Background: an optimization exercise with open tools, aiming at small area, a short achievable clock period and few clock cycles. Do not read the settings as production practice. Only simulation tests tie the RTL to the original design; equivalence was not proved. No activity file was given, so power comes from the tool's default toggle rates.

run A:
==> flow/design.v <==
module Adder(
	sum,		 
	a,		 
	b,		 
	ci		 
	);
parameter W = 16;
output [W-1:0] sum;
input [W-1:0] a, b;
input ci;
wire [W-1:0] p = a ^ b;
wire [W-1:0] g = a & b;
AdderPG #(W) pg(sum, {p[W-1:1], p[0] ^ ci}, {g[W-1:1], g[0] | (p[0] & ci)});
endmodule
module AdderL1(
	sum,		 
	p,		 
	g1,		 
	p1		 
	);
parameter W = 16;
localparam L = (W > 16) ? 5 : (W > 8) ? 4 : (W > 4) ? 3 : (W > 2) ? 2 : 1;	 
output [W-1:0] sum;
input [W-1:0] p, g1, p1;
wire [W*(L+1)-1:0] G, P;
assign G[2*W-1:W] = g1;
assign P[2*W-1:W] = p1;
genvar l, i;
generate
	for (l = 1; l < L; l = l + 1) begin: level
		for (i = 0; i < W; i = i + 1) begin: col
			if (i >= (1 << l)) begin: comb
				assign G[(l+1)*W+i] = G[l*W+i] | (P[l*W+i] & G[l*W+i-(1<<l)]);
				assign P[(l+1)*W+i] = P[l*W+i] & P[l*W+i-(1<<l)];
			end else begin: pass
				assign G[(l+1)*W+i] = G[l*W+i];
				assign P[(l+1)*W+i] = P[l*W+i];
			end
		end
	end
endgenerate
assign sum = p ^ {G[L*W+W-2:L*W], 1'b0};
endmodule
module AdderPG(
	sum,		 
	p,		 
	g		 
	);
parameter W = 16;
localparam L = (W > 16) ? 5 : (W > 8) ? 4 : (W > 4) ? 3 : (W > 2) ? 2 : 1;	 
output [W-1:0] sum;
input [W-1:0] p, g;
wire [W*(L+1)-1:0] G, P;
assign G[W-1:0] = g;
assign P[W-1:0] = p;
genvar l, i;
generate
	for (l = 0; l < L; l = l + 1) begin: level
		for (i = 0; i < W; i = i + 1) begin: col
			if (i >= (1 << l)) begin: comb
				assign G[(l+1)*W+i] = G[l*W+i] | (P[l*W+i] & G[l*W+i-(1<<l)]);
				assign P[(l+1)*W+i] = P[l*W+i] & P[l*W+i-(1<<l)];
			end else begin: pass
				assign G[(l+1)*W+i] = G[l*W+i];
				assign P[(l+1)*W+i] = P[l*W+i];
			end
		end
	end
endgenerate
assign sum = p ^ {G[L*W+W-2:L*W], 1'b0};
endmodule
module Control(
	RegWrite,	 
	WriteAddr,	 
	RType,		 
	Sub,		 
	MemRead,	 
	MemWrite,	 
	Branch,		 
	Jump,		 
	Instr		 
	);
output RegWrite;
output [2:0] WriteAddr;
output RType, Sub, MemRead, MemWrite, Branch, Jump;
input [16:0] Instr;
wire [3:0] OpCode = Instr[16:13];
assign RType    = (OpCode == 4'd0) | (OpCode == 4'd1);
assign Sub      = (OpCode == 4'd1);
assign MemRead  = (OpCode == 4'd3);
assign MemWrite = (OpCode == 4'd4);
assign Branch   = (OpCode == 4'd5);
assign Jump     = (OpCode == 4'd8);
assign WriteAddr = RType ? Instr[6:4] : Instr[9:7];
assign RegWrite = (RType | MemRead | (OpCode == 4'd6)) && (WriteAddr != 3'd0);
endmodule
module PMIPSL0(
	imemaddr, 	 
	dmemaddr,	 
	dmemwdata,	 
	dmemwrite,	 
	dmemread,	 
	aluresult,	 
	clock,
	imemrdata,	 
	dmemrdata,	 
	reset		 
	);
output [15:0] imemaddr;
output [15:0] dmemaddr;
output [15:0] dmemwdata;
output dmemwrite;
output dmemread;
output [15:0] aluresult;
input clock;
input [16:0] imemrdata;
input [15:0] dmemrdata;
input reset;
reg [15:1] SeqPC;	 
reg [15:1] Target;	 
reg Redirect;		 
reg MemReadX;		 
reg MemWriteX;		 
reg WriteX;		 
reg [2:0] WaddrX;
reg [15:0] B;		 
reg [15:0] AddP;	 
reg [15:0] AddG1;	 
reg [15:1] AddP1;	 
wire [15:0] sum;
AdderL1 #(16) add(sum, AddP, AddG1, {AddP1, 1'b0});
wire [15:0] wdata = MemReadX ? dmemrdata : sum;
assign dmemaddr = sum;
assign dmemwdata = B;
assign dmemread = MemReadX;
assign dmemwrite = MemWriteX;
assign aluresult = sum;
wire [15:1] fetch = Redirect ? Target : SeqPC;
assign imemaddr = {fetch, 1'b0};
wire [2:0] frs = imemrdata[12:10];
wire [2:0] frt = imemrdata[9:7];
wire [15:0] fimm = {{9{imemrdata[6]}}, imemrdata[6:0]};
wire fwrite, frtype, fsub, fmemread, fmemwrite, fbranch, fjump;
wire [2:0] fwaddr;
Control ctl(fwrite, fwaddr, frtype, fsub, fmemread, fmemwrite, fbranch, fjump, imemrdata);
reg [15:0] regcell[1:7];
integer i;
always @(posedge clock)
	for (i = 1; i < 8; i = i + 1)
		if (WriteX && WaddrX == i) regcell[i] <= wdata;
wire [15:0] ra = (frs == 3'd0) ? 16'd0 : regcell[frs];
wire [15:0] rb = (frt == 3'd0) ? 16'd0 : regcell[frt];
wire bypa = WriteX && (WaddrX == frs);
wire bypb = WriteX && (WaddrX == frt);
wire [15:0] fa = bypa ? wdata : ra;
wire [15:0] fb = bypb ? wdata : rb;
wire feq = (frs == frt) || (fa == fb);
wire [15:0] fop2 = frtype ? (fsub ? ~fb : fb) : fimm;
wire [15:0] fp = {fa[15:1] ^ fop2[15:1], fa[0] ^ (frtype ? fb[0] : fimm[0])};
wire [15:0] fg = {fa[15:1] & fop2[15:1], frtype ? (fsub ? fa[0] | ~fb[0] : fa[0] & fb[0]) : fa[0] & fimm[0]};
wire [15:1] fseq = fetch + 1'b1;
wire [15:1] fbt;
Adder #(15) pcadd(fbt, fetch, fimm[14:0], 1'b1);
always @(posedge clock)
	if (reset) begin
		Redirect <= 1'b0;
		MemReadX <= 1'b0;
		MemWriteX <= 1'b0;
		WriteX <= 1'b0;
		SeqPC <= 0;
	end else begin
		Redirect <= (fbranch && feq) || fjump;
		MemReadX <= fmemread;
		MemWriteX <= fmemwrite;
		WriteX <= fwrite;
		SeqPC <= fseq;
	end
always @(posedge clock) begin
	WaddrX <= fwaddr;
	B <= fb;
	AddP <= fp;
	AddG1 <= {fg[15:1] | (fp[15:1] & fg[14:0]), fg[0]};
	AddP1 <= fp[15:1] & fp[14:0];
	Target <= fjump ? {fseq[15:14], imemrdata[12:0]} : fbt;
end
endmodule
export LEC_CHECK = 0
export CAP_MARGIN = 20
export CORE_MARGIN = 2
export CORE_UTILIZATION = 55
export CTS_BUF_LIST = sky130_fd_sc_hd__clkbuf_8
export CTS_CLUSTER_DIAMETER = 40
export CTS_CLUSTER_SIZE = 12
export PLACE_DENSITY = 0.7
export SETUP_SLACK_MARGIN = 3.0
export SLEW_MARGIN = 20
export SYNTH_HIERARCHICAL = 1
export TNS_END_PERCENT = 10
create_clock -name core_clock -period 6.0 [get_ports {clock}]
run.sh (not shown) runs the stock make flow with config.mk's settings and CLKGATE_MAP_FILE= SYNTH_SCRIPT=/design/flow/synth_recipe.tcl, a recipe that flattens the netlist after the stock synthesis.
Testbench counts of run A, summed over its fixed seeds: cycles 51,137.
--- input diff run A..run B ---
- clearing TNS_END_PERCENT, which used to be 10
- swapping 3.0 for 2.8 in SETUP_SLACK_MARGIN
==> run summary <==
Delta(clock buffer count in the final layout, run B - run A) > 0. Final routed wirelength across all metal layers: run B better than run A. When run B is set beside run A, its via count of the first global-routing pass turns out to be 3.3% smaller. Changes observed in run B relative to run A: number of multi-input logic gates held; switching power as a share of total power shrank by 0.84 points. Fraction of area in registers: run B > run A. Via count improves in run B relative to run A. NOTE: total routing resource utilization after global routing in run B falls short of that of run A. Run B ended up with flop to primary output as its critical setup path kind; run A ended up with input pin to flop. The clock-pin slew of the registers on the worst-case setup and hold paths number comes out lower for run B vs run A. The worst vdd rail ir drop of run B exceeds that of run A by 0.044 mV. Number of instances resized during post-cts repair ends up lower on run B.
Changes in run C relative to run B:
- changing CORE_UTILIZATION from 55 to 40
- removing CTS_CLUSTER_SIZE (formerly 12)
- removing CTS_CLUSTER_DIAMETER (formerly 40)
- changing PLACE_DENSITY from 0.7 to 0.6
- changing CTS_BUF_LIST from sky130_fd_sc_hd__clkbuf_8 to sky130_fd_sc_hd__clkbuf_8 sky130_fd_sc_hd__clkbuf_16
### Flow results
- Across run C and run B, the outcome is the same: a clean finish for every run.
- The headroom to the max-slew limit in run C was higher than what run B gave.
- Power is higher on run C
- Between run C and run B, it is run C whose die span in x is higher, by 17%.
- Count of placed standard cells including taps in run C is 115 higher than in run B
- Run C vs run B, global-route wire length before repair went up by 350 um.
- Density: run C sparser than run B
- Run C reports a lower met1 layer usage reported by global route than run B does.
- Sort run C and run B by power per standard cell area, ascending, and run C comes first.
- On number of nets in the layout: run C sits above run B.
Setup changes, run C to run D
- setting CTS_CLUSTER_SIZE to 12 for the first time
- changing CTS_BUF_LIST from sky130_fd_sc_hd__clkbuf_8 sky130_fd_sc_hd__clkbuf_16 to sky130_fd_sc_hd__clkbuf_8
- setting CTS_CLUSTER_DIAMETER to 40 for the first time
### Flow results
Worst setup slack: run D vs run C up 51 ps. The power dissipated by switching net loads of run D was inferior to that of run C. Looking only at final critical-path share of the clock period, and setting everything else aside, the higher value of run D and run C goes to run C. Going from run C to run D, register fraction of the total cell area grows by 0.20 points. Vias after detailed routing was higher in the run labelled run D. Run C → run D: growth of design area from synthesis to finish down 0.65 points; final core utilization down 0.26 points. The final layout from run D, which completed every stage, passed the timing, DRC and antenna checks at the end of the flow. Of the two values seen for termination of the worst setup path, dmemaddr[11] was produced by run C and dmemaddr[14] by run D.

[separate check: timing with driven ports]
The results above use ideal ports. As a check the final layouts listed here were re-extracted and re-timed, cells and wires unchanged. Step 1, drivers: a clkbuf_16 drives clock and a buf_2 each remaining input, both assumed. Step 2 adds t to the input delays and takes it off the output delays; t is the mean of the earliest and latest rising clock arrival at the registers after step 1. Input paths then give back, and output paths get back, about the clock's delay inside the block. a / b / c = no drivers / after step 1 / after step 2; a / b = the first two.
run	shift t [ns]	slack for setup (ns)	worst setup path after step 2	clock arrival spread, ns	slew at the worst register clock pin (ns)
run A	0.565	2.714 / 2.712 / 2.170	input to register	0.022 / 0.022	0.08 / 0.08
run B	0.570	2.665 / 2.619 / 2.174	input to register	0.023 / 0.024	0.08 / 0.08
run C	0.583	2.718 / 2.666 / 2.135	input to register	0.029 / 0.029	0.06 / 0.06
run D	0.578	2.768 / 2.713 / 2.135	input to register	0.055 / 0.055	0.08 / 0.08
After both steps setup and hold are still met in every run listed. The setup slack of run D, which loses most, moves by -0.055 ns with the drivers and by -0.633 ns with both steps.
